Background: an optimization exercise with open tools, aiming at small area. Do not read the settings as production practice. The RTL was checked by simulation tests, not by an equivalence proof against the original design.

## flow/design.v (module list and top-level ports; edited modules follow where they fit)
// module reset_synch: 15 lines
// module UART_tx: 74 lines
// module UART_rcv: 85 lines
// module UART: 12 lines
// module UART_wrapper: 56 lines
// module cmd_proc: 99 lines
// module maze_solve: 75 lines
// module navigate: 110 lines
// module SPI_mnrch: 95 lines
// module inertial_integrator: 108 lines
// module inert_intf: 108 lines
// module IR_math: 33 lines
// module I_term: 24 lines
// module D_term: 28 lines
// module P_term: 10 lines
// module PID: 36 lines
// module DutyScaleROM: 76 lines
// module PWM12: 30 lines
// module PWM8: 6 lines
// module MtrDrv: 23 lines
// module A2D_intf: 62 lines
// module sensor_intf: 248 lines
// module piezo_drv: 162 lines
// module MazeRunner: 109 lines
module MazeRunner(
  input clk, RST_n,						 
  output INRT_SS_n,INRT_SCLK,INRT_MOSI,	 
  input INRT_MISO,						 
  input INRT_INT,						 
  output A2D_SS_n,A2D_SCLK,A2D_MOSI,	 
  input A2D_MISO,						 
  output lftPWM1,lftPWM2,				 
  output rghtPWM1,rghtPWM2,				 
  input RX,								 
  input hall_n,							 
  output TX,							 
  output piezo,piezo_n,					 
  output IR_lft_en,						 
  output IR_cntr_en,					 
  output IR_rght_en,					 
  output [7:0] LED
);
  // ...
==> flow/run.sh <==
#!/bin/bash
# synth_recipe.tcl (not shown) runs the flow's synth.tcl, then flattens the netlist and writes it again
# the make line also repeats each setting of config.mk as NAME=value (left out here)
make -C /OpenROAD-flow-scripts/flow DESIGN_CONFIG=/design/flow/config.mk WORK_HOME=/design/flow/orfs CLKGATE_MAP_FILE= SYNTH_SCRIPT=/design/flow/synth_recipe.tcl finish
==> flow/config.mk <==
export PLATFORM = sky130hd
export DESIGN_NAME = MazeRunner
export DESIGN_NICKNAME = MazeRunner
export VERILOG_FILES = /design/flow/design.v
export SDC_FILE = /design/flow/constraint.sdc
export NUM_CORES = 4
export LEC_CHECK = 0
export CAP_MARGIN = 20
export CORE_MARGIN = 2
export CORE_UTILIZATION = 40
export PLACE_DENSITY = 0.6
export SLEW_MARGIN = 20
==> flow/constraint.sdc <==
create_clock -name core_clock -period 27.0 [get_ports {clk}]
set_input_delay 5.4000 -clock core_clock [delete_from_list [all_inputs] [get_ports {clk}]]
set_output_delay 5.4000 -clock core_clock [all_outputs]
set_load 0.01 [all_outputs]
==> impl_metrics.py, run 1 <==
metrics = {
    "global_route": {
        "grt_overflow": 0,
        "antenna_found_initial": 1,
        "grt_usage": 0.180,
    },
    "cts": {
        "h-tree-depth": 2,
        "path_clk_slew_ps": 60,
        "clk_latency_ps": 660,
    },
    "critical_path": {
        "cpPeakStageDelay_ps": 550,
        "worstSetupStartpoint": "iIR.rght_IR[1]",
        "cp-end-kind": "flip-flop",
        "worst-setup-path-type": "reg2reg",
    },
    "yosys": {
        "synth_top_area_frac": 0.174,
        "yosys_most_used_dff": "dfrtp_1",
        "yosysWarnings": 18,
        "synth.ff_latch_count": 516,
        "synth-compound-area-share": 0.151,
    },
    "sta": {
        "final-setup-viol-count": 0,
        "period_needed_ps": 24800,
        "drv_slew": 0,
    },
    "cells_and_area": {
        "syn_to_final_growth_pct": 8.31,
        "multi_input_area_share": 0.612,
        "clk_share": 0.0383,
        "antenna_cells": 0,
        "multi_input_area_sq_um": 31400,
    },
    "outcome": {
        "status": "complete, no violations",
    },
    "floorplan": {
        "initial_core_util": 0.402,
    },
    "worst_hold_path": {
        "min_path_type": "reg2reg",
        "holdPathEnd": "iRST.rst_n",
    },
    "placed_design": {
        "place_area_sq_um": 49300,
    },
    "detailed_routing": {
        "route.detailed.drc": 0,
        "routed_wl_um": 108000,
    },
}
==> module UART_tx, before the edit <==
module UART_tx(clk , rst_n ,trmt , tx_data, tx_done, TX);
input clk, trmt, rst_n ;
input [7:0] tx_data;
output TX ;
output reg tx_done;
typedef enum logic {IDLE , TRANSMITTING} state_t;
logic init, shift ,transmitting;
logic [3:0] bit_cnt;
logic [3:0] nxt_bit_cnt;
logic [11:0] baud_cnt;
logic [11:0] nxt_baud_cnt;
always_comb begin
casez ({init,shift})
2'b1?: nxt_bit_cnt = '0;
2'b01: nxt_bit_cnt = bit_cnt + 1;
2'b00: nxt_bit_cnt = bit_cnt;
endcase
end
always_ff @(posedge clk) begin
bit_cnt <= nxt_bit_cnt;
end
always_comb begin
casez ({(init || shift),transmitting})
2'b1?: nxt_baud_cnt = '0;
2'b01: nxt_baud_cnt = baud_cnt + 1;
2'b00: nxt_baud_cnt = baud_cnt;
endcase
end
always_ff @(posedge clk) begin
baud_cnt <= nxt_baud_cnt;
end
assign shift = (baud_cnt === 12'hA2C)?1'b1:1'b0;
state_t state, nxt_state;
logic setdone;
logic [10:0] frame;
assign frame = {2'b11,tx_data,1'b0};
assign TX = (state == TRANSMITTING && bit_cnt <= 4'd10) ? frame[bit_cnt] : 1'b1;
always_comb begin
nxt_state = state;
init = 0;
transmitting = 0;
setdone = 0;
unique case(state)
IDLE: if(trmt) begin
      init = 1;
	  nxt_state = TRANSMITTING;
	  end
TRANSMITTING: begin
               init = 0;
               transmitting = 1;
               if(bit_cnt === 4'b1010) begin
               setdone = 1;
			   nxt_state = IDLE;
			   end
			   end
endcase
end
always_ff @(posedge clk, negedge rst_n) begin
if(!rst_n)
state <= IDLE;
else
state <= nxt_state;
end     
always_ff @(posedge clk, negedge rst_n) begin
if(!rst_n)
tx_done <= 1'b0;
else begin
	if(init)
	tx_done <= 1'b0;
	else if(setdone)
	tx_done <= 1'b1;
end
end
endmodule
==> module UART_rcv, before the edit <==
module UART_rcv(clk , rst_n ,clr_rdy , rx_data, rdy, RX);
input clk, RX, rst_n , clr_rdy;
output [7:0] rx_data;
output reg rdy;
typedef enum logic {IDLE , RCVNG} state_t;
logic start, shift ,receiving;
logic [3:0] bit_cnt;
logic [3:0] nxt_bit_cnt;
logic [11:0] baud_cnt;
logic [11:0] nxt_baud_cnt;
logic [8:0] shift_reg;
logic [8:0] nxt_shift_reg;
always_comb begin
casez ({start,shift})
2'b1?: nxt_bit_cnt = '0;
2'b01: nxt_bit_cnt = bit_cnt + 1;
2'b00: nxt_bit_cnt = bit_cnt;
endcase
end
always_ff @(posedge clk) begin
bit_cnt <= nxt_bit_cnt;
end
always_comb begin
casez ({(start || shift),receiving})
2'b1?: begin 
       if(start == 1)
	   nxt_baud_cnt = 12'h516;
	   else
	   nxt_baud_cnt = 12'hA2C;
	   end
2'b01: nxt_baud_cnt = baud_cnt - 1;
2'b00: nxt_baud_cnt = baud_cnt;
endcase
end
always_ff @(posedge clk) begin
baud_cnt <= nxt_baud_cnt;
end
assign shift = (baud_cnt === 12'h000)?1'b1:1'b0;
always_comb begin
casez (shift)
1'b1: nxt_shift_reg = {RX,shift_reg[8:1]};
1'b0: nxt_shift_reg = shift_reg;
endcase
end
always_ff @(posedge clk) begin
shift_reg <= nxt_shift_reg;
end
assign rx_data = shift_reg[7:0];
state_t state, nxt_state;
logic set_rdy ;
always_comb begin
nxt_state = state;
receiving= 0;
set_rdy = 0;
unique case(state)
IDLE: if(start) begin
	  nxt_state = RCVNG;
	  end
RCVNG: begin
               receiving = 1;
               if(bit_cnt === 4'b1010) begin
               set_rdy = 1;
			   nxt_state = IDLE;
			   end
			   end
endcase
end
assign start = (state == IDLE && RX == 0)?1'b1:1'b0;
always_ff @(posedge clk, negedge rst_n) begin
if(!rst_n)
state <= IDLE;
else
state <= nxt_state;
end     
always_ff @(posedge clk, negedge rst_n) begin
if(!rst_n)
rdy <= 1'b0;
else begin
	if(start | clr_rdy)
	rdy <= 1'b0;
	else if(set_rdy)
	rdy <= 1'b1;
end
end
endmodule
==> module SPI_mnrch, before the edit <==
module SPI_mnrch(rst_n, clk,wrt, MISO, wt_data, MOSI, SCLK, SS_n, done, rd_data);
input logic wrt, MISO , clk , rst_n;
input [15:0] wt_data;
output logic MOSI, SCLK, SS_n, done;
output logic [15:0] rd_data;
typedef enum logic [1:0] {IDLE, FRONTPORCH ,TRANSACTION, BACKPORCH} state_t;
state_t state, nxt_state;
logic ld_SCLK;
logic [4:0] SCLK_div;
logic smpl, shft_imm, shft, init , set_done;
logic [3:0]bit_cnt;
logic MISO_smpl;
logic [15:0]shft_reg;
logic done15;
always_ff @(posedge clk) begin
	SCLK_div <= (ld_SCLK)?5'b10111:(SCLK_div+1);
end 
assign rd_data = shft_reg;
assign SCLK = SCLK_div[4];
assign smpl = (SCLK_div === 5'b01111)?1'b1:1'b0;
assign shft_imm = (SCLK_div === 5'b11111)?1'b1:1'b0;
assign done15 = (bit_cnt === 4'b1111);
always_ff @(posedge clk) begin
	if(init)
		bit_cnt <= 4'b0000;
	else if(shft) 
		bit_cnt <=bit_cnt+1;
end
always_ff @(posedge clk) begin
	MISO_smpl <= (smpl)?MISO:MISO_smpl;
end
always_ff @(posedge clk) begin
	shft_reg <= (init)?wt_data:
	            (shft)?{shft_reg[14:0],MISO_smpl}:shft_reg;
end
assign MOSI = shft_reg[15];
always_comb begin
init = 0;
ld_SCLK = 0;
set_done = 0;
shft = 0;
nxt_state = state;
case(state)
IDLE:				begin
              ld_SCLK = 1;
              if(wrt) begin
              init = 1;
              nxt_state = FRONTPORCH;
              end
            end
FRONTPORCH:	begin
              if(shft_imm)
              nxt_state = TRANSACTION;
            end
TRANSACTION: begin
              if(done15) begin
              nxt_state = BACKPORCH;
             end
             else if(shft_imm) begin
              shft = 1;
              end
             end
BACKPORCH:   begin
              if(shft_imm) begin
              ld_SCLK = 1;
              shft = 1;
              set_done = 1;
              nxt_state = IDLE;
              end
            end
endcase
end
always_ff @(posedge clk , negedge rst_n) begin
	if(!rst_n)
		state <= IDLE;
	else 
		state <= nxt_state;
end
always_ff @(posedge clk , negedge rst_n) begin
	if(!rst_n)
		SS_n <= 1;
	else if(init)
		SS_n <= 0;
	else if(set_done)
		SS_n <= 1;
end
always_ff @(posedge clk, negedge rst_n) begin
	if(!rst_n)
		done <= 0;
	else if(init)
		done <= 0;
	else if(set_done)
		done <= 1;
end
endmodule
==> module inertial_integrator, before the edit <==
module inertial_integrator(clk,rst_n,strt_cal,cal_done,vld,rdy,yaw_rt,
                           IR_Dtrm,heading,moving,en_fusion);
  parameter FAST_SIM = 1;		 
  input clk, rst_n;
  input strt_cal;						 
  input vld;							 
  input signed [15:0] yaw_rt;			 
  input [8:0] IR_Dtrm;					 
  input moving;							 
  input en_fusion;						 
  output logic cal_done;				 
  output reg rdy;
  output signed [11:0] heading;
  reg comp_smpl;						 
  reg vld_ff1,vld_ff2;				 
  logic clr_integrator;
  logic clr_smpl_cntr;
  logic en_smpl_cntr;
  logic compensate_offset;
  typedef enum reg[1:0] {IDLE,CALIBRATING,RUNNING} state_t;
  state_t state,nstate;
  reg signed [26:1] yaw_int;						 
  reg signed [18:1] yaw_off;						 
  reg [3:0] smpl_cntr;								 
  wire enough_smpls;
  wire signed [18:0] yaw_comp;
  wire signed [18:0] yaw_fusion;
  always_ff @(posedge clk, negedge rst_n)
    if (!rst_n)
	   state <= IDLE;
	 else
	   state <= nstate;
  always_comb begin
	 cal_done = 0;
	 clr_integrator = 0;
	 clr_smpl_cntr = 0;
	 en_smpl_cntr = 0;
	 compensate_offset = 0;
	 nstate = IDLE;
	 case (state)
	   IDLE : begin
		  if (strt_cal) begin
		    clr_integrator = 1;
			clr_smpl_cntr = 1;
		    nstate = CALIBRATING;
		  end else
		    nstate = IDLE;
		end
		CALIBRATING : begin
		  en_smpl_cntr = vld_ff1;
		  if (enough_smpls) begin
		    cal_done = 1;
			clr_integrator = 1;
			nstate = RUNNING;
		  end else
			nstate = CALIBRATING;
		end
		default : begin		 
		  compensate_offset = 1;
		  if (strt_cal) begin
			 clr_smpl_cntr = 1;
			 clr_integrator = 1;
			 nstate = CALIBRATING;
		  end else
		    nstate = RUNNING;
		end
	 endcase
  end
  always_ff @(posedge clk)
    if (vld)
      comp_smpl <= compensate_offset;
  assign yaw_comp = (comp_smpl) ? {yaw_rt,3'b000}-{yaw_off,1'b0} : {{3{yaw_rt[15]}},yaw_rt};
  always @(posedge clk, negedge rst_n)
    if (!rst_n)
	  smpl_cntr <= 0;
	else if (clr_smpl_cntr)
	  smpl_cntr <= 0;
	else if (en_smpl_cntr)
	  smpl_cntr <= smpl_cntr + 1;
  assign enough_smpls = (smpl_cntr==4'h8) ? 1'b1 : 1'b0;
  always_ff @(posedge clk, negedge rst_n)
    if (!rst_n) begin
	  vld_ff1 <= 1'b0;
	  vld_ff2 <= 1'b0;
	  rdy <= 1'b0;
	end else begin
      vld_ff1 <= vld;
      vld_ff2 <= vld_ff1;
	  rdy <= vld_ff2;
	end
  assign yaw_fusion = (en_fusion) ? -{{3{IR_Dtrm[8]}},IR_Dtrm,7'h00} + {{7{IR_Dtrm[8]}},IR_Dtrm,3'h0} :
                                      19'h00000;
  always @(posedge clk, negedge rst_n)
    if (!rst_n) begin
	  yaw_int <= 0;
	end else if (clr_integrator) begin
	  yaw_int <= 0;
	end else if ((vld_ff2) && ((!compensate_offset) || (moving))) begin
	  yaw_int  <= yaw_int + {{6{yaw_comp[18]}},yaw_comp,1'b0} + {{7{yaw_fusion[18]}},yaw_fusion};
	end
  always @(posedge clk, negedge rst_n)
    if (!rst_n) begin
	  yaw_off <= 18'h00000;
	end else if (cal_done) begin
	  yaw_off <= yaw_int[18:1];		 
	end
	assign heading = yaw_int[26:15];
endmodule
==> module I_term, before the edit <==
module I_term(err_sat,moverflowing,hdng_vld,clk,rst_n,I_term);
	input signed [9:0]err_sat;
	input moverflowing,hdng_vld , clk, rst_n;
	output signed [11:0]I_term;
	logic signed [15:0]integrator;
	logic signed [15:0]nxt_integrator;
	logic signed [15:0]err_ext;
	logic signed [15:0]sum;
	logic overflow;
	logic update;
	assign err_ext = {{6{err_sat[9]}},err_sat[9:0]};
	assign sum = err_ext + integrator;
	assign overflow = (integrator[15] === err_ext[15] && err_ext[15] !== sum[15] )?1'b1:1'b0;
	assign update = (~overflow && hdng_vld)?1'b1:1'b0;
	assign nxt_integrator = (~moverflowing)?16'h0000:
													(update)?sum:integrator;
	assign I_term = integrator[15:4];
	always_ff @(posedge clk, negedge rst_n) begin
	 if (!rst_n)
		integrator <= 16'h0000;
	 else
		integrator <= nxt_integrator;
	end
endmodule
==> module sensor_intf, before the edit <==
module sensor_intf(clk,rst_n,IR_lft_en,IR_cntr_en,IR_rght_en,lft_IR,
                   rght_IR,IR_Dtrm,vbatt,lft_opn,rght_opn,strt_cal,
				   frwrd_opn,batt_low,A2D_SS_n,
				   A2D_SCLK,A2D_MOSI,A2D_MISO,tmr);
  parameter FAST_SIM = 1'b1;
  parameter NOM_IR = 12'h900;		 
  input clk,rst_n;					 
  input A2D_MISO;
  input strt_cal;					 
  output IR_lft_en;					 
  output IR_cntr_en;
  output IR_rght_en;
  output reg [11:0] lft_IR;				 
  output reg [11:0] rght_IR;			 
  output reg [8:0] IR_Dtrm;					 
  output [11:0] vbatt;					 
  output lft_opn,frwrd_opn,rght_opn;	 
  output batt_low;						 
  output A2D_SS_n;						 
  output A2D_MOSI, A2D_SCLK;			 
  input [10:0] tmr;						 
  typedef enum reg [2:0] {LFT_STTL,LFT_CPTR,CNTR_STTL,CNTR_CPTR,RGHT_STTL,
                          RGHT_CPTR,BATT_STTL,BATT_CPTR} state_t;
  typedef enum reg {IDLE,CAL} cal_state_t;
  state_t state,nxt_state;
  cal_state_t cal_state, nxt_cal_state;
  wire [11:0] res;
  wire cnv_cmplt;
  wire IR_duty;
  wire signed [8:0] lft_IR_Dtrm,rght_IR_Dtrm;
  wire signed [12:0] lft_IR_diff,rght_IR_diff;
  wire signed [9:0] IR_Dtrm_sum;
  wire sttl_ovr;				 
  wire [13:0] vbatt_accum;		 
  wire [11:0] IR_err;			 
  logic strt_cnv;
  logic capture_batt,capture_rght,capture_lft,capture_cntr;
  logic [2:0] chnnl;
  logic [1:0] IR_sel;
  logic clr_avg_accums;
  logic accum_lft,accum_rght;
  logic ld_offs;
  reg frwrd_opn_r;		 
  reg [11:0] lft_IR_prev1,rght_IR_prev1;	 
  reg [11:0] lft_IR_prev2,rght_IR_prev2;	 
  reg [11:0] lft_IR_prev3,rght_IR_prev3;	 
  reg [11:0] vbatt1,vbatt2,vbatt3,vbatt4;	 
  reg [14:0] lft_accum,rght_accum;			 
  wire [11:0] lft_off_reg,rght_off_reg;		 
  reg [3:0] smpl_cnt;
  localparam OPEN_THRES = 12'hD30;
  localparam OPEN_THRES_FRNT = 12'hDC0;
  localparam HUG = 12'h0E0;			 
  assign sttl_ovr = &tmr[10:0];
  always_ff @(posedge clk, negedge rst_n)
    if (!rst_n) begin
      vbatt1 <= 12'hC00;
	  vbatt2 <= 12'hC00;
	  vbatt3 <= 12'hC00;
	  vbatt4 <= 12'hC00;
    end else if (capture_batt) begin
      vbatt1 <= res;
	  vbatt2 <= vbatt1;
	  vbatt3 <= vbatt2;
	  vbatt4 <= vbatt3;
	end
  assign vbatt_accum = vbatt1 + vbatt2 + vbatt3 + vbatt4;
  assign vbatt = vbatt_accum[13:2];				 
  assign batt_low = (vbatt[11:4]<8'hD9)? 1'b1 : 1'b0;	 
  always_ff @(posedge clk, negedge rst_n)
    if (!rst_n)
      frwrd_opn_r <= 1'b0;
    else if (capture_cntr)
      frwrd_opn_r <= (res>OPEN_THRES_FRNT) ? 1'b1 : 1'b0;
  always_ff @(posedge clk, negedge rst_n)
    if (!rst_n) begin
      rght_IR <= 12'h000;
	  rght_IR_prev1 <= 12'h000;
	  rght_IR_prev2 <= 12'h000;
	  rght_IR_prev3 <= 12'h000;
    end else if (capture_rght) begin
      rght_IR <= res - rght_off_reg;
	  rght_IR_prev1 <= rght_IR;
	  rght_IR_prev2 <= rght_IR_prev1;
	  rght_IR_prev3 <= rght_IR_prev2;
    end
  always_ff @(posedge clk, negedge rst_n)
    if (!rst_n) begin
      lft_IR <= 12'h000;
	  lft_IR_prev1 <= 12'h000;
	  lft_IR_prev2 <= 12'h000;
	  lft_IR_prev3 <= 12'h000;
    end else if (capture_lft) begin
      lft_IR <= res - lft_off_reg;
	  lft_IR_prev1 <= lft_IR;
	  lft_IR_prev2 <= lft_IR_prev1;
	  lft_IR_prev3 <= lft_IR_prev2;
	end
  assign lft_IR_diff = {1'b0,lft_IR} - {1'b0,lft_IR_prev3};
  assign rght_IR_diff = {1'b0,rght_IR} - {1'b0,rght_IR_prev3};
  assign lft_IR_Dtrm = (lft_IR_diff[12] & ~&lft_IR_diff[11:8]) ? 9'h100 :
                       (~lft_IR_diff[12] & |lft_IR_diff[11:8]) ? 9'h0FF :
					   lft_IR_diff[8:0];
  assign rght_IR_Dtrm = (rght_IR_diff[12] & ~&rght_IR_diff[11:8]) ? 9'h100 :
                        (~rght_IR_diff[12] & |rght_IR_diff[11:8]) ? 9'h0FF :
						rght_IR_diff[8:0]; 
  assign IR_Dtrm_sum = {lft_IR_Dtrm[8],lft_IR_Dtrm} - {rght_IR_Dtrm[8],rght_IR_Dtrm};
  always_ff @(posedge clk)
    IR_Dtrm <= ((lft_opn) && (rght_opn)) ? 9'h000 :		 
              (lft_opn) ? ~{rght_IR_Dtrm[8],rght_IR_Dtrm[8:1]} :				 
	      (rght_opn) ? {lft_IR_Dtrm[8],lft_IR_Dtrm[8:1]} :				 
	      IR_Dtrm_sum[9:1];
  always_ff @(posedge clk, negedge rst_n)
    if (!rst_n)
      state <= LFT_STTL;
    else
      state <= nxt_state;
  always_comb begin
    strt_cnv = 0;
    capture_batt = 0;
    capture_rght = 0;
    capture_lft = 0;
    capture_cntr = 0;
    chnnl = 3'b000;
    IR_sel = 2'b00;		 
    nxt_state = state;
    case (state)
      LFT_STTL : begin
	    IR_sel = 2'b01;				 
	    if (sttl_ovr) begin
	      chnnl = 3'b101;			 
	      strt_cnv = 1;
	      nxt_state = LFT_CPTR;
		end
	  end
	  LFT_CPTR : begin
	    IR_sel = 2'b01;				 
		if (cnv_cmplt) begin
		  capture_lft = 1;
		  nxt_state = CNTR_STTL;
		end
	  end
      CNTR_STTL : begin
	    IR_sel = 2'b10;				 
	    if (sttl_ovr) begin
	      chnnl = 3'b111;			 
	      strt_cnv = 1;
	      nxt_state = CNTR_CPTR;
		end
	  end	    
	  CNTR_CPTR : begin
	    IR_sel = 2'b10;				 
		if (cnv_cmplt) begin
		  capture_cntr = 1;
		  nxt_state = RGHT_STTL;
		end
	  end
      RGHT_STTL : begin
	    IR_sel = 2'b11;				 
	    if (sttl_ovr) begin
	      chnnl = 3'b010;			 
	      strt_cnv = 1;
	      nxt_state = RGHT_CPTR;
		end
	  end
	  RGHT_CPTR : begin
	    IR_sel = 2'b11;				 
		if (cnv_cmplt) begin
		  capture_rght = 1;
		  nxt_state = BATT_STTL;
		end
	  end
	  BATT_STTL : begin
	    if (sttl_ovr) begin
	      chnnl = 3'b000;			 
	      strt_cnv = 1;
	      nxt_state = BATT_CPTR;
		end
	  end
	  BATT_CPTR : begin
	    if (cnv_cmplt) begin
	      capture_batt = 1;
		  nxt_state = LFT_STTL;
	    end
	  end
    endcase
  end
  assign IR_err = res - NOM_IR - HUG;	 
  always_ff @(posedge clk, negedge rst_n)
    if (!rst_n)
	  lft_accum <= 15'h0000;
    else if (clr_avg_accums)
	  lft_accum <= 15'h0000;
	else if (accum_lft && !ld_offs)
	  lft_accum <= lft_accum + {{3{IR_err[11]}},IR_err};
  always_ff @(posedge clk, negedge rst_n)
    if (!rst_n)
	  rght_accum <= 15'h0000;
    else if (clr_avg_accums)
	  rght_accum <= 15'h0000;
	else if (accum_rght && !ld_offs)
	  rght_accum <= rght_accum + {{3{IR_err[11]}},IR_err};
  always_ff @(posedge clk)
    if (clr_avg_accums)
	  smpl_cnt <= 4'h0;
	else if (accum_rght)	 
	  smpl_cnt <= smpl_cnt + 1;
  assign lft_off_reg = (cal_state==CAL) ? 12'h000 : lft_accum[14:3];
  assign rght_off_reg = (cal_state==CAL) ? 12'h000 : rght_accum[14:3];
  always_ff @(posedge clk, negedge rst_n)
    if (!rst_n)
      cal_state <= IDLE;
    else
      cal_state <= nxt_cal_state;
  always_comb begin
    clr_avg_accums = 0;
    accum_lft = 0;
	accum_rght = 0;
	ld_offs = 0;
    nxt_cal_state = cal_state;
	case (cal_state)
	  IDLE : begin
	    if (strt_cal) begin
		  clr_avg_accums = 1;
		  nxt_cal_state = CAL;
		end
	  end
	  CAL : begin
	    accum_lft = capture_lft;
		accum_rght = capture_rght;
		if (smpl_cnt == 4'h8) begin
		  ld_offs = 1;
		  nxt_cal_state = IDLE;
		end
	  end
	endcase
  end
  assign lft_opn = (lft_IR>OPEN_THRES) ? 1'b1 : 1'b0;
  assign frwrd_opn = frwrd_opn_r;
  assign rght_opn = (rght_IR>OPEN_THRES) ? 1'b1 : 1'b0;
  A2D_intf iA2D(.clk(clk),.rst_n(rst_n),.strt_cnv(strt_cnv),.cnv_cmplt(cnv_cmplt),
                .chnnl(chnnl),.res(res),.SS_n(A2D_SS_n),.SCLK(A2D_SCLK),.MOSI(A2D_MOSI),
  			    .MISO(A2D_MISO));
  PWM8 iDRV(.clk(clk),.rst_n(rst_n),.cnt(tmr[7:0]),.PWM_sig(IR_duty));
  assign IR_lft_en = (IR_sel==2'b01) ? IR_duty : 1'b0;
  assign IR_cntr_en = (IR_sel==2'b10) ? IR_duty : 1'b0;
  assign IR_rght_en = (IR_sel==2'b11) ? IR_duty : 1'b0;
endmodule
==> module piezo_drv, before the edit <==
module piezo_drv(clk, rst_n, batt_low, fanfare, piezo, piezo_n);
parameter FAST_SIM = 1;
input logic clk, rst_n, batt_low, fanfare;
output logic piezo, piezo_n;
logic [19:0] dur_hi;
logic [10:0] freq_hi;
logic [23:0] dur_cnt;
logic [14:0] freq_cnt;
assign dur_cnt = {dur_hi,4'b0000};
assign freq_cnt = {freq_hi,4'b0000};
logic rst_dur, rst_freq;
typedef enum logic[3:0] {IDLE, G6, G7,C7,E7, E7_LOWBAT, G6_LOWBAT, C7_LOWBAT, G7_2, E7_2} state_t;
always_ff @(posedge clk) begin
	if(rst_dur)
		dur_hi <= '0;
	else
		dur_hi <= dur_hi + 1;
end
always_ff @(posedge clk) begin
	if(rst_freq)
		freq_hi <= '0;
	else
		freq_hi <= freq_hi + 1;
end
state_t state, nxt_state;
always_comb begin
piezo = 0;
nxt_state = state;
rst_freq = 0;
rst_dur = 0;
case (state)
IDLE: begin
		  if(batt_low) begin
			nxt_state = G6_LOWBAT;
			rst_freq = 1;
			rst_dur = 1;
		end
		else if (fanfare) begin
			nxt_state = G6;
			rst_freq = 1;
			rst_dur = 1;
		end
	  end
G6_LOWBAT: begin
				if (dur_cnt >= 8388608) begin
					 rst_dur = 1;
					 rst_freq = 1;
					 nxt_state = C7_LOWBAT;
				end
				else if(freq_cnt < 16000)
					 piezo = 1;
				else if(freq_cnt > 31888) begin
					 rst_freq = 1;
				end 
			end	
C7_LOWBAT: begin
				if (dur_cnt >= 8388608) begin
					 rst_dur = 1;
					 rst_freq =1;
					 nxt_state = E7_LOWBAT;
				end
				else if(freq_cnt < 12000)
					 piezo = 1;
				else if(freq_cnt > 23890) begin
					 rst_freq = 1;
				end 
			end
E7_LOWBAT: begin
				if (dur_cnt >= 8388608) begin
					 rst_dur = 1;
					 rst_freq =1;
					 nxt_state = IDLE;
				end
				else if(freq_cnt < 9500)
					 piezo = 1;
				else if(freq_cnt > 18960) begin
					 rst_freq = 1;
				end 
			end
G6:	begin
			if(dur_cnt > 8388608) begin
				rst_dur = 1;
				rst_freq = 1;
				nxt_state = C7;
			end
			else if(freq_cnt < 16000)
					 piezo = 1;
			else if(freq_cnt > 31888) begin
					 rst_freq = 1;
		end 
		end
C7:	begin
		if (dur_cnt >= 8388608) begin
					 rst_dur = 1;
					 rst_freq =1;
					 nxt_state = E7;
				end
				else if(freq_cnt < 12000)
					 piezo = 1;
				else if(freq_cnt > 23890) begin
					 rst_freq = 1;
				end 
		end
E7: begin
				if (dur_cnt >= 8388608) begin
					 rst_dur = 1;
					 rst_freq =1;
					 nxt_state = G7;
				end
				else if(freq_cnt < 9500)
					 piezo = 1;
				else if(freq_cnt > 18960) begin
					 rst_freq = 1;
				end 
			end
G7: begin
			if(dur_cnt > 12582912) begin
				rst_dur = 1;
				rst_freq = 1;
				nxt_state = E7_2;
			end
			else if(freq_cnt < 7971)
					 piezo = 1;
			else if(freq_cnt > 15943) begin
					 rst_freq = 1;
			end 
		end
E7_2:	begin
			if (dur_cnt >= 8388608) begin
					 rst_dur = 1;
					 rst_freq =1;
					 nxt_state = G7_2;
				end
				else if(freq_cnt < 9500)
					 piezo = 1;
				else if(freq_cnt > 18960) begin
					 rst_freq = 1;
				end 
		end
G7_2:begin
			if(dur_cnt > 12582912) begin
				rst_dur = 1;
				rst_freq = 1;
				nxt_state = IDLE;
			end
			else if(freq_cnt < 7971)
					 piezo = 1;
			else if(freq_cnt > 15943) begin
					 rst_freq = 1;
			end 
		end
default: nxt_state = IDLE;
endcase
end
always_ff @(posedge clk, negedge rst_n) begin
	if(!rst_n)
		state <= IDLE;
	else
		state <= nxt_state;
end
assign piezo_n = ~piezo;
endmodule
==> module MazeRunner, before the edit <==
module MazeRunner(
  input clk, RST_n,						 
  output INRT_SS_n,INRT_SCLK,INRT_MOSI,	 
  input INRT_MISO,						 
  input INRT_INT,						 
  output A2D_SS_n,A2D_SCLK,A2D_MOSI,	 
  input A2D_MISO,						 
  output lftPWM1,lftPWM2,				 
  output rghtPWM1,rghtPWM2,				 
  input RX,								 
  input hall_n,							 
  output TX,							 
  output piezo,piezo_n,					 
  output IR_lft_en,						 
  output IR_cntr_en,					 
  output IR_rght_en,					 
  output [7:0] LED
);
  localparam FAST_SIM = 1;
  localparam NOM_IR = 12'h900;			 
  wire rst_n;							 
  wire strt_cal;						 
  wire cal_done;						 
  wire signed [11:0] lft_spd, rght_spd;	 
  wire signed [11:0] actl_hdng;			 
  wire signed [11:0] dsrd_hdng_cmd;		 
  wire signed [11:0] dsrd_hdng_slv;		 
  wire signed [11:0] dsrd_hdng;			 
  wire signed [11:0] dsrd_hdng_adj;		 
  wire strt_hdng_cmd,strt_hdng_slv;		 
  wire strt_mv_cmd,strt_mv_slv;			 
  wire strt_mv,strt_hdng;				 
  wire stp_lft_cmd,stp_rght_cmd;		 
  wire stp_lft_slv,stp_rght_slv;		 
  wire stp_lft,stp_rght;				 
  wire [11:0] lft_IR,rght_IR;			 
  wire [8:0] IR_Dtrm; 					 
  wire [11:0] vbatt;					 
  wire lft_opn,rght_opn,frwrd_opn;		 
  wire hdng_rdy;						 
  wire moving;							 
  wire en_fusion;						 
  wire at_hdng;							 
  wire send_resp;						 
  wire mv_cmplt;						 
  wire sol_cmplt;						 
  wire resp_sent;
  wire [10:0] frwrd_spd;				 
  wire [15:0] cmd;						 
  wire cmd_rdy;							 
  wire clr_cmd_rdy;						 
  wire batt_low;
  wire cmd_md;							 
  assign sol_cmplt = ~hall_n;			 
  reset_synch iRST(.*);
  logic [15:0] tmr;
  always_ff @(posedge clk, negedge rst_n)
    if (!rst_n)
      tmr <= 16'h0000;
    else
      tmr <= tmr + 16'h0001;
  UART_wrapper iWRAP(.clk(clk), .rst_n(rst_n), .RX(RX), .TX(TX), .resp(8'hA5), 
               .trmt(send_resp), .tx_done(resp_sent),
			   .cmd_rdy(cmd_rdy), .cmd(cmd), .clr_cmd_rdy(clr_cmd_rdy));
  cmd_proc iCMD(.clk(clk),.rst_n(rst_n),.cmd(cmd),.cmd_rdy(cmd_rdy),
           .clr_cmd_rdy(clr_cmd_rdy),.send_resp(send_resp),.strt_cal(strt_cal),
		   .cal_done(cal_done),.cmd_md(cmd_md),.dsrd_hdng(dsrd_hdng_cmd),
		   .strt_hdng(strt_hdng_cmd),.strt_mv(strt_mv_cmd),.stp_lft(stp_lft_cmd),
		   .stp_rght(stp_rght_cmd),.mv_cmplt(mv_cmplt),.sol_cmplt(sol_cmplt),
		   .in_cal(LED[0]));
  maze_solve iSLV(.clk(clk),.rst_n(rst_n),.cmd0(cmd[0]),.cmd_md(cmd_md),
             .lft_opn(lft_opn),.rght_opn(rght_opn),.dsrd_hdng(dsrd_hdng_slv),
			 .strt_hdng(strt_hdng_slv),.strt_mv(strt_mv_slv),
			 .stp_lft(stp_lft_slv),.stp_rght(stp_rght_slv),.mv_cmplt(mv_cmplt)
			 ,.sol_cmplt(sol_cmplt));
  assign dsrd_hdng = (cmd_md) ? dsrd_hdng_cmd : dsrd_hdng_slv;
  assign strt_hdng = (cmd_md) ? strt_hdng_cmd : strt_hdng_slv;
  assign strt_mv = (cmd_md) ? strt_mv_cmd : strt_mv_slv;
  assign stp_lft = (cmd_md) ? stp_lft_cmd : stp_lft_slv;
  assign stp_rght = (cmd_md) ? stp_rght_cmd : stp_rght_slv;
  navigate #(FAST_SIM) iNAV(.clk(clk),.rst_n(rst_n),.strt_hdng(strt_hdng),.strt_mv(strt_mv),
                .stp_lft(stp_lft),.stp_rght(stp_rght),.mv_cmplt(mv_cmplt),.hdng_rdy(hdng_rdy),
				.moving(moving),.en_fusion(en_fusion),.at_hdng(at_hdng),.lft_opn(lft_opn),
				.rght_opn(rght_opn),.frwrd_opn(frwrd_opn),.frwrd_spd(frwrd_spd));
  assign LED[7:1] = 7'h00;	 
  inert_intf #(FAST_SIM) iNEMO(.clk(clk),.rst_n(rst_n),.strt_cal(strt_cal),
             .cal_done(cal_done),.heading(actl_hdng),.rdy(hdng_rdy),.IR_Dtrm(IR_Dtrm),   
			 .SS_n(INRT_SS_n),.SCLK(INRT_SCLK),.MOSI(INRT_MOSI),.MISO(INRT_MISO),
			 .INT(INRT_INT),.moving(moving),.en_fusion(en_fusion),.tmr(tmr));
  IR_math #(NOM_IR) iIR_adj(.lft_opn(lft_opn),.rght_opn(rght_opn),.lft_IR(lft_IR),.rght_IR(rght_IR),
                            .IR_Dtrm(IR_Dtrm),.en_fusion(en_fusion),.dsrd_hdng(dsrd_hdng),
				            .dsrd_hdng_adj(dsrd_hdng_adj));
  PID iCNTRL(.clk(clk),.rst_n(rst_n),.moverflowing(moving),.dsrd_hdng(dsrd_hdng_adj),.actl_hdng(actl_hdng),
             .hdng_vld(hdng_rdy),.at_hdng(at_hdng),.frwrd_spd(frwrd_spd),.lft_spd(lft_spd),
			 .rght_spd(rght_spd));
  MtrDrv iMTR(.clk(clk),.rst_n(rst_n),.lft_spd(lft_spd),.rght_spd(rght_spd),
              .vbatt(vbatt),.cnt(tmr[11:0]),.lftPWM1(lftPWM1),.lftPWM2(lftPWM2),
				  .rghtPWM1(rghtPWM1),.rghtPWM2(rghtPWM2));
  sensor_intf #(FAST_SIM,NOM_IR) iIR(.clk(clk),.rst_n(rst_n),
                          .IR_lft_en(IR_lft_en),.strt_cal(strt_cal),
                          .IR_cntr_en(IR_cntr_en),.IR_rght_en(IR_rght_en),
						  .lft_IR(lft_IR),.rght_IR(rght_IR),.IR_Dtrm(IR_Dtrm),
						  .vbatt(vbatt),.lft_opn(lft_opn),.rght_opn(rght_opn),
						  .frwrd_opn(frwrd_opn),.batt_low(batt_low),
						  .A2D_SS_n(A2D_SS_n),.A2D_SCLK(A2D_SCLK),
						  .A2D_MOSI(A2D_MOSI),.A2D_MISO(A2D_MISO),.tmr(tmr[10:0]));
  piezo_drv #(FAST_SIM) ICHRG(.clk(clk),.rst_n(rst_n),.batt_low(batt_low),.fanfare(sol_cmplt),
                           .piezo(piezo),.piezo_n(piezo_n));
endmodule
==> run 2, diff against run 1 <==
--- a/flow/design.v
+++ b/flow/design.v
@@ -25,8 +25,12 @@
 logic [11:0] baud_cnt;
 logic [11:0] nxt_baud_cnt;
+logic [3:0] bit_cnt_inc;
+logic [11:0] baud_cnt_inc;
+rc_inc #(4) iBITINC(.a(bit_cnt), .s(bit_cnt_inc));
+rc_inc #(12) iBAUDINC(.a(baud_cnt), .s(baud_cnt_inc));
 always_comb begin
 casez ({init,shift})
 2'b1?: nxt_bit_cnt = '0;
-2'b01: nxt_bit_cnt = bit_cnt + 1;
+2'b01: nxt_bit_cnt = bit_cnt_inc;
 2'b00: nxt_bit_cnt = bit_cnt;
 endcase
@@ -38,5 +42,5 @@
 casez ({(init || shift),transmitting})
 2'b1?: nxt_baud_cnt = '0;
-2'b01: nxt_baud_cnt = baud_cnt + 1;
+2'b01: nxt_baud_cnt = baud_cnt_inc;
 2'b00: nxt_baud_cnt = baud_cnt;
 endcase
@@ -94,14 +98,16 @@
 typedef enum logic {IDLE , RCVNG} state_t;
 logic start, shift ,receiving;
-logic [3:0] bit_cnt;
+logic [3:0] bit_cnt, bit_cnt_inc;
 logic [3:0] nxt_bit_cnt;
-logic [11:0] baud_cnt;
+logic [11:0] baud_cnt, baud_cnt_dec;
 logic [11:0] nxt_baud_cnt;
 logic [8:0] shift_reg;
 logic [8:0] nxt_shift_reg;
+rc_inc #(4) iBITINC(.a(bit_cnt), .s(bit_cnt_inc));
+rc_add #(12) iBAUDDEC(.a(baud_cnt), .b(12'hFFF), .ci(1'b0), .s(baud_cnt_dec), .co());
 always_comb begin
 casez ({start,shift})
 2'b1?: nxt_bit_cnt = '0;
-2'b01: nxt_bit_cnt = bit_cnt + 1;
+2'b01: nxt_bit_cnt = bit_cnt_inc;
 2'b00: nxt_bit_cnt = bit_cnt;
 endcase
@@ -112,5 +118,5 @@
 always_comb begin
 casez ({(start || shift),receiving})
-2'b1?: begin 
+2'b1?: begin
        if(start == 1)
 	   nxt_baud_cnt = 12'h516;
@@ -118,5 +124,5 @@
 	   nxt_baud_cnt = 12'hA2C;
 	   end
-2'b01: nxt_baud_cnt = baud_cnt - 1;
+2'b01: nxt_baud_cnt = baud_cnt_dec;
 2'b00: nxt_baud_cnt = baud_cnt;
 endcase
@@ -161,5 +167,5 @@
 else
 state <= nxt_state;
-end     
+end
 always_ff @(posedge clk, negedge rst_n) begin
 if(!rst_n)
@@ -539,6 +545,10 @@
 logic [15:0]shft_reg;
 logic done15;
+logic [4:0] SCLK_div_inc;
+logic [3:0] bit_cnt_inc;
+rc_inc #(5) iDIVINC(.a(SCLK_div), .s(SCLK_div_inc));
+rc_inc #(4) iBITINC(.a(bit_cnt), .s(bit_cnt_inc));
 always_ff @(posedge clk) begin
-	SCLK_div <= (ld_SCLK)?5'b10111:(SCLK_div+1);
+	SCLK_div <= (ld_SCLK)?5'b10111:SCLK_div_inc;
 end 
 assign rd_data = shft_reg;
@@ -551,5 +561,5 @@
 		bit_cnt <= 4'b0000;
 	else if(shft) 
-		bit_cnt <=bit_cnt+1;
+		bit_cnt <= bit_cnt_inc;
 end
 always_ff @(posedge clk) begin
@@ -645,4 +655,6 @@
   reg [3:0] smpl_cntr;								 
   wire enough_smpls;
+  wire [3:0] smpl_cntr_inc;
+  rc_inc #(4) iSMPLINC(.a(smpl_cntr), .s(smpl_cntr_inc));
   wire signed [18:0] yaw_comp;
   wire signed [18:0] yaw_fusion;
@@ -691,5 +703,7 @@
     if (vld)
       comp_smpl <= compensate_offset;
-  assign yaw_comp = (comp_smpl) ? {yaw_rt,3'b000}-{yaw_off,1'b0} : {{3{yaw_rt[15]}},yaw_rt};
+  wire [18:1] yaw_diff;
+  rc_add #(18) iCOMP(.a({yaw_rt,2'b00}), .b(~yaw_off), .ci(1'b1), .s(yaw_diff), .co());
+  assign yaw_comp = (comp_smpl) ? {yaw_diff,1'b0} : {{3{yaw_rt[15]}},yaw_rt};
   always @(posedge clk, negedge rst_n)
     if (!rst_n)
@@ -698,5 +712,5 @@
 	  smpl_cntr <= 0;
 	else if (en_smpl_cntr)
-	  smpl_cntr <= smpl_cntr + 1;
+	  smpl_cntr <= smpl_cntr_inc;
   assign enough_smpls = (smpl_cntr==4'h8) ? 1'b1 : 1'b0;
   always_ff @(posedge clk, negedge rst_n)
@@ -710,6 +724,12 @@
 	  rdy <= vld_ff2;
 	end
-  assign yaw_fusion = (en_fusion) ? -{{3{IR_Dtrm[8]}},IR_Dtrm,7'h00} + {{7{IR_Dtrm[8]}},IR_Dtrm,3'h0} :
-                                      19'h00000;
+  wire [15:3] fus_raw;
+  rc_add #(13) iFUS(.a({{4{IR_Dtrm[8]}},IR_Dtrm}), .b(~{IR_Dtrm,4'h0}), .ci(1'b1), .s(fus_raw), .co());
+  assign yaw_fusion = (en_fusion) ? {{3{fus_raw[15]}},fus_raw,3'b000} : 19'h00000;
+  wire [20:0] yaw_inc;
+  rc_add #(18) iINC(.a({yaw_comp[18],yaw_comp[18:2]}), .b({{2{yaw_fusion[18]}},yaw_fusion[18:3]}), .ci(1'b0), .s(yaw_inc[20:3]), .co());
+  assign yaw_inc[2:0] = {yaw_comp[1:0],1'b0};
+  wire [26:1] yaw_int_nxt;
+  rc_add #(26) iINT(.a(yaw_int), .b({{5{yaw_inc[20]}},yaw_inc}), .ci(1'b0), .s(yaw_int_nxt), .co());
   always @(posedge clk, negedge rst_n)
     if (!rst_n) begin
@@ -718,5 +738,5 @@
 	  yaw_int <= 0;
 	end else if ((vld_ff2) && ((!compensate_offset) || (moving))) begin
-	  yaw_int  <= yaw_int + {{6{yaw_comp[18]}},yaw_comp,1'b0} + {{7{yaw_fusion[18]}},yaw_fusion};
+	  yaw_int  <= yaw_int_nxt;
 	end
   always @(posedge clk, negedge rst_n)
@@ -880,5 +900,5 @@
 	logic update;
 	assign err_ext = {{6{err_sat[9]}},err_sat[9:0]};
-	assign sum = err_ext + integrator;
+	rc_add #(16) iISUM(.a(integrator), .b(err_ext), .ci(1'b0), .s(sum), .co());
 	assign overflow = (integrator[15] === err_ext[15] && err_ext[15] !== sum[15] )?1'b1:1'b0;
 	assign update = (~overflow && hdng_vld)?1'b1:1'b0;
@@ -1214,4 +1234,6 @@
   wire [11:0] lft_off_reg,rght_off_reg;		 
   reg [3:0] smpl_cnt;
+  wire [3:0] smpl_cnt_inc;
+  rc_inc #(4) iSMPLINC(.a(smpl_cnt), .s(smpl_cnt_inc));
   localparam OPEN_THRES = 12'hD30;
   localparam OPEN_THRES_FRNT = 12'hDC0;
@@ -1230,5 +1252,8 @@
 	  vbatt4 <= vbatt3;
 	end
-  assign vbatt_accum = vbatt1 + vbatt2 + vbatt3 + vbatt4;
+  wire [12:0] vb12, vb34;
+  rc_add #(13) iVB12(.a({1'b0,vbatt1}), .b({1'b0,vbatt2}), .ci(1'b0), .s(vb12), .co());
+  rc_add #(13) iVB34(.a({1'b0,vbatt3}), .b({1'b0,vbatt4}), .ci(1'b0), .s(vb34), .co());
+  rc_add #(14) iVBSUM(.a({1'b0,vb12}), .b({1'b0,vb34}), .ci(1'b0), .s(vbatt_accum), .co());
   assign vbatt = vbatt_accum[13:2];				 
   assign batt_low = (vbatt[11:4]<8'hD9)? 1'b1 : 1'b0;	 
@@ -1238,4 +1263,8 @@
     else if (capture_cntr)
       frwrd_opn_r <= (res>OPEN_THRES_FRNT) ? 1'b1 : 1'b0;
+  wire [11:0] IR_new;
+  wire [11:0] off_sel;
+  assign off_sel = (state==LFT_CPTR) ? lft_off_reg : rght_off_reg;
+  rc_add #(12) iIRSUB(.a(res), .b(~off_sel), .ci(1'b1), .s(IR_new), .co());
   always_ff @(posedge clk, negedge rst_n)
     if (!rst_n) begin
@@ -1245,5 +1274,5 @@
 	  rght_IR_prev3 <= 12'h000;
     end else if (capture_rght) begin
-      rght_IR <= res - rght_off_reg;
+      rght_IR <= IR_new;
 	  rght_IR_prev1 <= rght_IR;
 	  rght_IR_prev2 <= rght_IR_prev1;
@@ -1257,11 +1286,11 @@
 	  lft_IR_prev3 <= 12'h000;
     end else if (capture_lft) begin
-      lft_IR <= res - lft_off_reg;
+      lft_IR <= IR_new;
 	  lft_IR_prev1 <= lft_IR;
 	  lft_IR_prev2 <= lft_IR_prev1;
 	  lft_IR_prev3 <= lft_IR_prev2;
 	end
-  assign lft_IR_diff = {1'b0,lft_IR} - {1'b0,lft_IR_prev3};
-  assign rght_IR_diff = {1'b0,rght_IR} - {1'b0,rght_IR_prev3};
+  rc_add #(13) iLDIFF(.a({1'b0,lft_IR}), .b({1'b1,~lft_IR_prev3}), .ci(1'b1), .s(lft_IR_diff), .co());
+  rc_add #(13) iRDIFF(.a({1'b0,rght_IR}), .b({1'b1,~rght_IR_prev3}), .ci(1'b1), .s(rght_IR_diff), .co());
   assign lft_IR_Dtrm = (lft_IR_diff[12] & ~&lft_IR_diff[11:8]) ? 9'h100 :
                        (~lft_IR_diff[12] & |lft_IR_diff[11:8]) ? 9'h0FF :
@@ -1270,5 +1299,5 @@
                         (~rght_IR_diff[12] & |rght_IR_diff[11:8]) ? 9'h0FF :
 						rght_IR_diff[8:0]; 
-  assign IR_Dtrm_sum = {lft_IR_Dtrm[8],lft_IR_Dtrm} - {rght_IR_Dtrm[8],rght_IR_Dtrm};
+  rc_add #(10) iDSUM(.a({lft_IR_Dtrm[8],lft_IR_Dtrm}), .b(~{rght_IR_Dtrm[8],rght_IR_Dtrm}), .ci(1'b1), .s(IR_Dtrm_sum), .co());
   always_ff @(posedge clk)
     IR_Dtrm <= ((lft_opn) && (rght_opn)) ? 9'h000 :		 
@@ -1351,5 +1380,7 @@
     endcase
   end
-  assign IR_err = res - NOM_IR - HUG;	 
+  rc_add #(12) iIRERR(.a(res), .b(12'h000 - NOM_IR - HUG), .ci(1'b0), .s(IR_err), .co());
+  wire [14:0] accum_new;
+  rc_add #(15) iACC(.a((state==LFT_CPTR) ? lft_accum : rght_accum), .b({{3{IR_err[11]}},IR_err}), .ci(1'b0), .s(accum_new), .co());
   always_ff @(posedge clk, negedge rst_n)
     if (!rst_n)
@@ -1358,5 +1389,5 @@
 	  lft_accum <= 15'h0000;
 	else if (accum_lft && !ld_offs)
-	  lft_accum <= lft_accum + {{3{IR_err[11]}},IR_err};
+	  lft_accum <= accum_new;
   always_ff @(posedge clk, negedge rst_n)
     if (!rst_n)
@@ -1365,10 +1396,10 @@
 	  rght_accum <= 15'h0000;
 	else if (accum_rght && !ld_offs)
-	  rght_accum <= rght_accum + {{3{IR_err[11]}},IR_err};
+	  rght_accum <= accum_new;
   always_ff @(posedge clk)
     if (clr_avg_accums)
 	  smpl_cnt <= 4'h0;
 	else if (accum_rght)	 
-	  smpl_cnt <= smpl_cnt + 1;
+	  smpl_cnt <= smpl_cnt_inc;
   assign lft_off_reg = (cal_state==CAL) ? 12'h000 : lft_accum[14:3];
   assign rght_off_reg = (cal_state==CAL) ? 12'h000 : rght_accum[14:3];
@@ -1422,4 +1453,8 @@
 assign dur_cnt = {dur_hi,4'b0000};
 assign freq_cnt = {freq_hi,4'b0000};
+logic [19:0] dur_hi_inc;
+logic [10:0] freq_hi_inc;
+rc_inc #(20) iDURINC(.a(dur_hi), .s(dur_hi_inc));
+rc_inc #(11) iFRQINC(.a(freq_hi), .s(freq_hi_inc));
 logic rst_dur, rst_freq;
 typedef enum logic[3:0] {IDLE, G6, G7,C7,E7, E7_LOWBAT, G6_LOWBAT, C7_LOWBAT, G7_2, E7_2} state_t;
@@ -1428,5 +1463,5 @@
 		dur_hi <= '0;
 	else
-		dur_hi <= dur_hi + 1;
+		dur_hi <= dur_hi_inc;
 end
 always_ff @(posedge clk) begin
@@ -1434,5 +1469,5 @@
 		freq_hi <= '0;
 	else
-		freq_hi <= freq_hi + 1;
+		freq_hi <= freq_hi_inc;
 end
 state_t state, nxt_state;
@@ -1629,10 +1664,11 @@
   assign sol_cmplt = ~hall_n;			 
   reset_synch iRST(.*);
-  logic [15:0] tmr;
+  logic [15:0] tmr, tmr_inc;
+  rc_inc #(16) iTMRINC(.a(tmr), .s(tmr_inc));
   always_ff @(posedge clk, negedge rst_n)
     if (!rst_n)
       tmr <= 16'h0000;
     else
-      tmr <= tmr + 16'h0001;
+      tmr <= tmr_inc;
   UART_wrapper iWRAP(.clk(clk), .rst_n(rst_n), .RX(RX), .TX(TX), .resp(8'hA5), 
                .trmt(send_resp), .tx_done(resp_sent),
@@ -1683,2 +1719,41 @@
                            .piezo(piezo),.piezo_n(piezo_n));
 endmodule
+module rc_add #(parameter W = 8) (
+  input  [W-1:0] a, b,
+  input          ci,
+  output [W-1:0] s,
+  output         co
+);
+  wire [W:0] c;
+  assign c[0] = ci;
+  genvar i;
+  generate for (i = 0; i < W; i = i + 1) begin : g_bit
+    assign s[i] = a[i] ^ b[i] ^ c[i];
+    assign c[i+1] = (a[i] & b[i]) | (c[i] & (a[i] ^ b[i]));
+  end endgenerate
+  assign co = c[W];
+endmodule
+module rc_inc #(parameter W = 8) (
+  input  [W-1:0] a,
+  output [W-1:0] s
+);
+  wire [W:0] c;
+  assign c[0] = 1'b1;
+  genvar i;
+  generate for (i = 0; i < W; i = i + 1) begin : g_bit
+    assign s[i] = a[i] ^ c[i];
+    assign c[i+1] = a[i] & c[i];
+  end endgenerate
+endmodule
+module rc_ge #(parameter W = 8) (
+  input  [W-1:0] a, b,
+  output         ge
+);
+  wire [W:0] c;
+  assign c[0] = 1'b1;
+  genvar i;
+  generate for (i = 0; i < W; i = i + 1) begin : g_bit
+    assign c[i+1] = (a[i] & ~b[i]) | (c[i] & (a[i] | ~b[i]));
+  end endgenerate
+  assign ge = c[W];
+endmodule
==> run 2 against run 1 <==
- area after synthesis decreased by 6.5%
- core utilization about the same
- clock skew decreased by 4.5 ps
- setup slack got worse by 120 ps
- flip-flop and latch count unchanged
- cell count decreased by 12%
- largest cell class unchanged
==> impl_metrics.py, run 2 <==
metrics = {
    "yosys": {
        "yosys_most_used_dff": "dfrtp_1",
        "async_flop_share": 0.661,
        "synth_top_area_cell": "dfrtp_1",
        "synth_cell_type_count": 103,
        "synth-compound-area-share": 0.117,
        "yosysWarnings": 18,
        "yosysSeqAreaShare": 0.292,
        "syn_inst": 4611,
        "synthMuxAreaShare": 0.0460,
        "synth_top_area_frac": 0.186,
        "syn_area_sq_um": 44300,
        "synthTopCellsByArea": "dfrtp_1 19%, fa_1 18%, ha_1 13%",
        "synth_top_family_by_area": "adder cells",
        "synth_edf_count": 86,
        "synth-simple-area-share": 0.138,
        "yosysMostFrequentCell": "inv_1",
        "avgSynthCellArea_sq_um": 9.60,
        "synth_xor_area_frac": 0.0362,
        "netlist_top_cells_count": "594 x inv_1, 497 x nand2_1, 448 x ha_1",
        "yosys.area_share.adder": 0.306,
        "synth.ff_latch_count": 516,
    },
    "sta": {
        "period_needed_ps": 24920,
        "period_share": 0.923,
        "finalHoldViolations": 0,
        "max_freq_ghz": 0.0401,
        "grt_setup_unrepaired": "false",
        "slew_headroom": 0.284,
        "final-setup-viol-count": 0,
        "worstMarginPinSlew_ps": 1070,
        "setup_tns_ps": 0,
        "skew_ps": 49.3,
        "drv_slew": 0,
    },
    "cts": {
        "cts_buffers": 53,
        "max-clock-path-buffers": 3,
        "root_buffer": "clkbuf_16",
        "path_clk_slew_ps": 70,
        "cts_tree": "done",
        "postCtsHoldBufs": 0,
        "post-cts-setup-buffer-count": 0,
        "h-tree-depth": 2,
        "cts.sinks": 516,
        "clk_latency_ps": 640,
    },
    "critical_path": {
        "worst-setup-path-type": "reg2reg",
        "path_max_fanout": 13,
        "crit_path_frequent_cell": "ha_1",
        "critPathLaunchType": "flip-flop",
        "arrival_ps": 25440,
        "crit_required_ps": 27520,
        "cp-end-kind": "flip-flop",
        "cpPeakStageDelay_ps": 530,
        "cpMaxStageDelayCell": "fa_1",
    },
    "floorplan": {
        "die_h_um": 337,
        "die_x_um": 337,
        "die_area_sq_um": 113000,
        "num_rows": 122,
        "initial_core_util": 0.402,
        "fp.coreArea_sq_um": 110000,
        "num_io_pins": 31,
    },
    "placed_design": {
        "place.gp.congestion": 0.849,
        "dp_hpwl_um": 74500,
        "io_buffer_count": 23,
        "dp.cells": 6014,
    },
    "detailed_routing": {
        "final_antenna_net_count": 0,
        "first_pass_iters": 7,
        "viasPerCell": 5.08,
        "drt_iter0_drc": 1798,
        "wl_per_cell_um": 15.9,
        "routed_wl_um": 97500,
        "vias": 31100,
        "route.detailed.drc": 0,
    },
    "global_route": {
        "grt_overflow": 0,
        "antenna_found_initial": 0,
        "grt_pass1_vias": 31100,
        "grt_usage": 0.175,
        "grt_pass1_wl_um": 162000,
        "grt_max_degree": 163,
    },
    "cells_and_area": {
        "final_cell_mix": "594 x inv_1, 497 x nand2_1, 448 x ha_1, 396 x fa_1, 329 x dfrtp_1",
        "drive_above_1_share": 0.0767,
        "fin_cells": 6114,
        "fin_nets": 5433,
        "final_util": 0.436,
        "syn_to_final_growth_pct": 8.43,
        "antenna_cells": 0,
        "top_regs": "iNEMO.iINT.yaw_int (25), ICHRG.dur_hi (20), iNEMO.iINT.yaw_off (17)",
        "largest_register_ffs": 25,
        "regMostFlops": "iNEMO.iINT.yaw_int",
        "mostFrequentLayoutCell": "inv_1",
        "fillCellCount": 10800,
    },
    "outcome": {
        "status": "complete, no violations",
    },
    "run": {
        "maxCapViolCount": 0,
    },
    "worst_hold_path": {
        "min_path_type": "reg2reg",
    },
}
==> run 2: cell types whose count changed in the layout (fill, tap and decap cells not counted), sizes merged, moves of 79 or more <==
cell   before  now
xor2      141   53
nand2     633  497
inv       680  599
fa        284  397
o21ai     362  256
mux2       51  130
ha        539  448
xnor2     221  129
==> run 2: metal layers <==
metal / vias to the layer above / global-route usage / routed length [um]
li1: 15300 / - / -
met1: 15200 / 0.244 / 46300
met2: 414 / 0.295 / 46400
met3: 111 / 0.0146 / 2690
met4: 0 / 0.0414 / 2040
met5: - / 0 / 0
==> run 2: timing repair <==
item / 4_1_cts / 5_1_grt
endpoints found under the hold margin: 0 / 0
gates resized for setup: 0 / 13
endpoints found under the setup margin: 0 / 2
==> run 2: logic make-up after synthesis <==
logic type	after synthesis
and+or+nand+nor	1296
adders and majority gates	845
AOI/OAI and AO/OA	829
buffers and inverters	755
DFF	516
muxes	186
xor gates and xnor gates	182
other	2
==> run 2: cell type report <==
| cell class | instances | area, sq um | area share |
|---|---|---|---|
| multi-input cells | 3346 | 28600 | 0.595 |
| flip-flops and latches | 516 | 12900 | 0.269 |
| clock buffers | 60 | 1460 | 0.0303 |
| clock inverters | 40 | 383 | 0.00797 |
| inverters | 596 | 2240 | 0.0466 |
| repair buffers | 68 | 581 | 0.0121 |
| well taps | 1488 | 1860 | 0.0388 |
==> run 2: critical path: cells and delay by family (launching register included) <==
family,cells,cell delay (ps)
AOI/OAI and AO/OA,39,8720
adders and majority gates,21,7470
and+or+nand+nor,22,5530
xor gates and xnor gates,9,1550
buffers and inverters,13,1170
DFF,1,400
==> run 2: worst paths after layout <==
check | slack [ps] | cells past startpoint | from | endpoint
worst max-delay path | 2080 | 104 | iIR.rght_IR[1] | iMTR.rghtPWM.PWM2
worst min-delay path | 300 | 0 | iRST.ff1 | iRST.rst_n
worst max register to register | 2080 | 104 | iIR.rght_IR[1] | iMTR.rghtPWM.PWM2
worst min register to register | 300 | 0 | iRST.ff1 | iRST.rst_n
max in group asynchronous | 8490 | 1 | RST_n | iRST.rst_n
min in group asynchronous | 13970 | 1 | iRST.rst_n | iIR.state[1]
==> run 2: through the flow <==
stage                     cell area, sq um  hold slack [ps]  setup slack (ps)
after global routing                 48000              316              62.6
after floorplan                      44300              292              3160
final                                48000              295              2080
after detailed placement             46100              295               982
after global placement               46100              292              1530
after CTS                            48000              299               862
